Context: an optimization exercise on an open-source flow, tuned for a short achievable clock period and few clock cycles. The choices shown serve that exercise and are no tape-out recipe.

## cpu
module cpu (
    input   logic        clk,
    input   logic        reset,
    input   logic        run_i,
    input   logic        continue_i,
    output  logic [15:0] hex_display_debug,
    output  logic [15:0] led_o,
    output  logic        paused_o,
    input   logic [15:0] mem_rdata,
    output  logic [15:0] mem_wdata,
    output  logic [15:0] mem_addr,
    output  logic        mem_mem_ena,
    output  logic        mem_wr_ena
);
    localparam int R_IR   = 0;    
    localparam int R_PC1  = 16;   
    localparam int R_PRED = 32;   
    localparam int RW     = 33;
    localparam int E_IR    = 0;    
    localparam int E_PC1   = 16;   
    localparam int E_OFF   = 32;   
    localparam int E_DR    = 48;   
    localparam int E_SR1I  = 56;   
    localparam int E_SR2I  = 59;   
    localparam int E_DRI   = 62;   
    localparam int E_ADD   = 65;
    localparam int E_AND   = 66;
    localparam int E_NOT   = 67;
    localparam int E_BR    = 68;
    localparam int E_JMP   = 69;
    localparam int E_JSR   = 70;
    localparam int E_LDR   = 71;
    localparam int E_STR   = 72;
    localparam int E_PSE   = 73;
    localparam int E_USE1  = 74;
    localparam int E_USE2  = 75;
    localparam int E_WR    = 76;
    localparam int E_ALU   = 77;
    localparam int E_IMM   = 78;
    localparam int E_PRED  = 79;
    localparam int E_ZOFF  = 80;   
    localparam int EW      = 81;
    function automatic logic [15:0] add16c(input logic [15:0] a, input logic [15:0] b, input logic ci);
        logic [15:0] g, p, t;
        g = a & b;
        p = a ^ b;
        g[0] = g[0] | (p[0] & ci);
        t = p;
        for (int d = 1; d < 16; d = d * 2) begin
            for (int i = 15; i >= d; i--) begin
                g[i] = g[i] | (t[i] & g[i-d]);
                t[i] = t[i] & t[i-d];
            end
        end
        add16c = p ^ {g[14:0], ci};
    endfunction
    function automatic logic [15:0] add16(input logic [15:0] a, input logic [15:0] b);
        add16 = add16c(a, b, 1'b0);
    endfunction
    function automatic logic [EW-1:0] decode(input logic [RW-1:0] r);
        logic [EW-1:0] e;
        logic [15:0] w, pc1, off;
        logic [3:0]  op;
        logic        fadd, fand, fnot, fbr, fjmp, fjsr, fldr, fstr, fpse;
        logic [2:0]  s1, s2, d;
        w    = r[R_IR +: 16];
        pc1  = r[R_PC1 +: 16];
        op   = w[15:12];
        fadd = (op == 4'b0001);
  ...
clock: 7.0 ns
lec_check: 0
abc_clock_period_in_ps: 1500
cap_margin: 20
core_margin: 2
core_utilization: 40
setup_slack_margin: 4.8
slew_margin: 20
tns_end_percent: 20
standard.sh (not shown) runs the stock make flow with config.mk's settings and CLKGATE_MAP_FILE= SYNTH_SCRIPT=/design/flow/synth_recipe.tcl, a recipe that flattens the netlist after the stock synthesis.
==> flow/flow/run.sh <==
#!/bin/bash
# Standard layout, with a plain buffer (not a delay buffer) on every port, and
# without the adder-extraction step in synthesis (abc maps the adders as
# plain logic). Registers are the same as the standard synthesis's.
set -euo pipefail
export BUFFER_PORTS_ARGS="-buffer_cell sky130_fd_sc_hd__buf_4"
export ADDER_MAP_FILE=
bash standard.sh finish > run_standard.log 2>&1
Next try:
--- a/flow/design.v
+++ b/flow/design.v
@@ -830,19 +830,21 @@
            | (l1_v & ((u1 & (l1_d == a)) | (u2 & (l1_d == b))))
            | (l2_v & ((u1 & (l2_d == a)) | (u2 & (l2_d == b))))
            | (e[E_BR] & (l0_c | l1_c | l2_c));
     endfunction
     logic run_next, ent_q, ent_a, ent;
     assign run_next = ((run_st == S_RUN) & ~(x_fire & x_pse))
                     | ((run_st == S_P2) & ~continue_i);
     logic st_next;
     assign st_next = x_fire & x_str | (run_st != S_RUN);
-    assign ent_q = ~hz(hr) & ~(hr[E_PSE] & st_next) & run_next & ~redir;
+    logic ent_q_nr;
+    assign ent_q_nr = ~hz(hr) & ~(hr[E_PSE] & st_next) & run_next;
+    assign ent_q = ent_q_nr & ~redir;
     logic [EW-1:0] arr_d;
     assign arr_d = decode(arr_r);
     assign ent_a = arr_fetch & ~hz(arr_d) & ~(arr_d[E_PSE] & st_next) & run_next & ~redir;
     assign ent   = n_q ? ent_q : ent_a;
     function automatic logic [15:0] rd_fwd(input logic [2:0] r);
         logic [15:0] v;
         if (x_fire & x_jsr & (r == 3'd7))   v = x_pc1;
         else if (ld_we & (s2_dr == r))      v = mem_rdata;
         else                                v = rf[r*16 +: 16];
@@ -888,19 +890,19 @@
     always_ff @(posedge clk) begin
         xe  <= nxe;
         opa <= rd_fwd(n_sr1);
         opb <= rd_opb;
         pd     <= opb;
         p_dr   <= x_dri;
         p_wreg <= 1'b1;
         p_wcc  <= 1'b1;
         st_v   <= x_mem & x_str;
-        st_hx  <= x_mem & x_str & (agen == x_pc1);
+        st_hx  <= x_mem & x_str & (opa == add16c(x_pc1, ~{{10{x_ir[5]}}, x_ir[5:0]}, 1'b1));
         if (x_mem & x_str) begin
             sa  <= agen;
             sa1 <= add16c(opa, {{10{x_ir[5]}}, x_ir[5:0]}, 1'b1);
         end
         s1_ld   <= p_ld;
         s1_dr   <= p_dr;
         s1_wreg <= p_wreg & ~kill_reg(p_dr);
         s1_wcc  <= p_wcc & ~kill_cc;
         s1_pc1  <= p_pc1;
@@ -910,21 +912,21 @@
         s2_wreg <= s1_wreg & ~kill_reg(s1_dr);
         s2_wcc  <= s1_wcc & ~kill_cc;
         s2_pc1  <= s1_pc1;
         s2_pred <= s1_pred;
         if (x_fire & x_taken & ~x_pred) begin
             btb_tag[x_pc[3:0]] <= x_pc[15:4];
             btb_tgt[x_pc[3:0]] <= x_tgt;
         end
         if (arr_fetch) qd[qt] <= arr_r;
-        if (n_q & ent_q & (qcnt >= 3'd2))
+        if (n_q & ent_q_nr & (qcnt >= 3'd2))
             hr <= decode(qd[qh + 2'd1]);
-        else if (arr_fetch & (n_q ? (ent_q & (qcnt == 3'd1)) : 1'b1))
+        else if (s2_v & ~s2_ld & (n_q ? (ent_q_nr & (qcnt == 3'd1)) : 1'b1))
             hr <= decode(arr_r);
     end
     always_ff @(posedge clk) begin
         if (reset) begin
             run_st <= S_HALT;
             rf     <= '0;
             cc_n   <= 1'b0;
             cc_z   <= 1'b0;
             cc_p   <= 1'b0;
@@ -959,19 +961,19 @@
                     lp_c  <= dec_c;
                 end
             end
             case (run_st)
                 S_HALT: if (run_i) run_st <= S_RUN;
                 S_RUN:  if (x_fire & x_pse) run_st <= continue_i ? S_P2 : S_P1;
                 S_P1:   if (continue_i) run_st <= S_P2;
                 S_P2:   if (~continue_i) run_st <= S_RUN;
             endcase
-            if (ent & nxe[E_PSE]) pse_ir <= nxe[E_IR +: 16];
+            if (~paused_r) pse_ir <= nxe[E_IR +: 16];
             paused_r <= paused_nx;
             for (int i = 0; i < 8; i++) begin
                 if (x_fire & x_alu & x_droh[i])      rf[i*16 +: 16] <= alu_res;
                 else if (x_fire & x_jsr & (i == 7))  rf[i*16 +: 16] <= x_pc1;
                 else if (ld_we & (s2_dr == i[2:0]))  rf[i*16 +: 16] <= mem_rdata;
             end
             if (x_fire & x_alu) begin
                 cc_n <= alu_n;
                 cc_z <= alu_z;
After rerunning: Utilization hardly moves. Wire length rises by a few percent. Design area rises slightly. Non-clock buffer count rises by 45. First-iteration DRC count falls slightly.
Function was not checked in any run of this note: the RTL went through the layout flow alone.

-- port drivers added, routing unchanged --
The results above use ideal ports. As a check the final layouts listed here were re-extracted and re-timed, cells and wires unchanged.
Step 1 sets driving cells, clkbuf_16 on the clock port and buf_2 on the other inputs (assumed; they add their load-dependent delay and slew).
Step 2, shift: input delay + t, output delay - t, t = (earliest + latest rising clock arrival at the registers) / 2. This alone moves slack from input paths to output paths.
Three values: ideal, step 1, step 2; two values: the first two.
| run | t (ns) | setup WS [ns] | clock arrival spread, ns |
|---|---|---|---|
| the first run | 0.831 | 3.590 / 3.590 / 2.805 | 0.050 / 0.050 |
| the second run | 0.834 | 3.523 / 3.523 / 2.800 | 0.080 / 0.080 |
After both steps setup and hold are still met in every run listed. The setup slack of the first run, which loses most, moves by 0.000 ns with the drivers and by -0.785 ns with both steps.
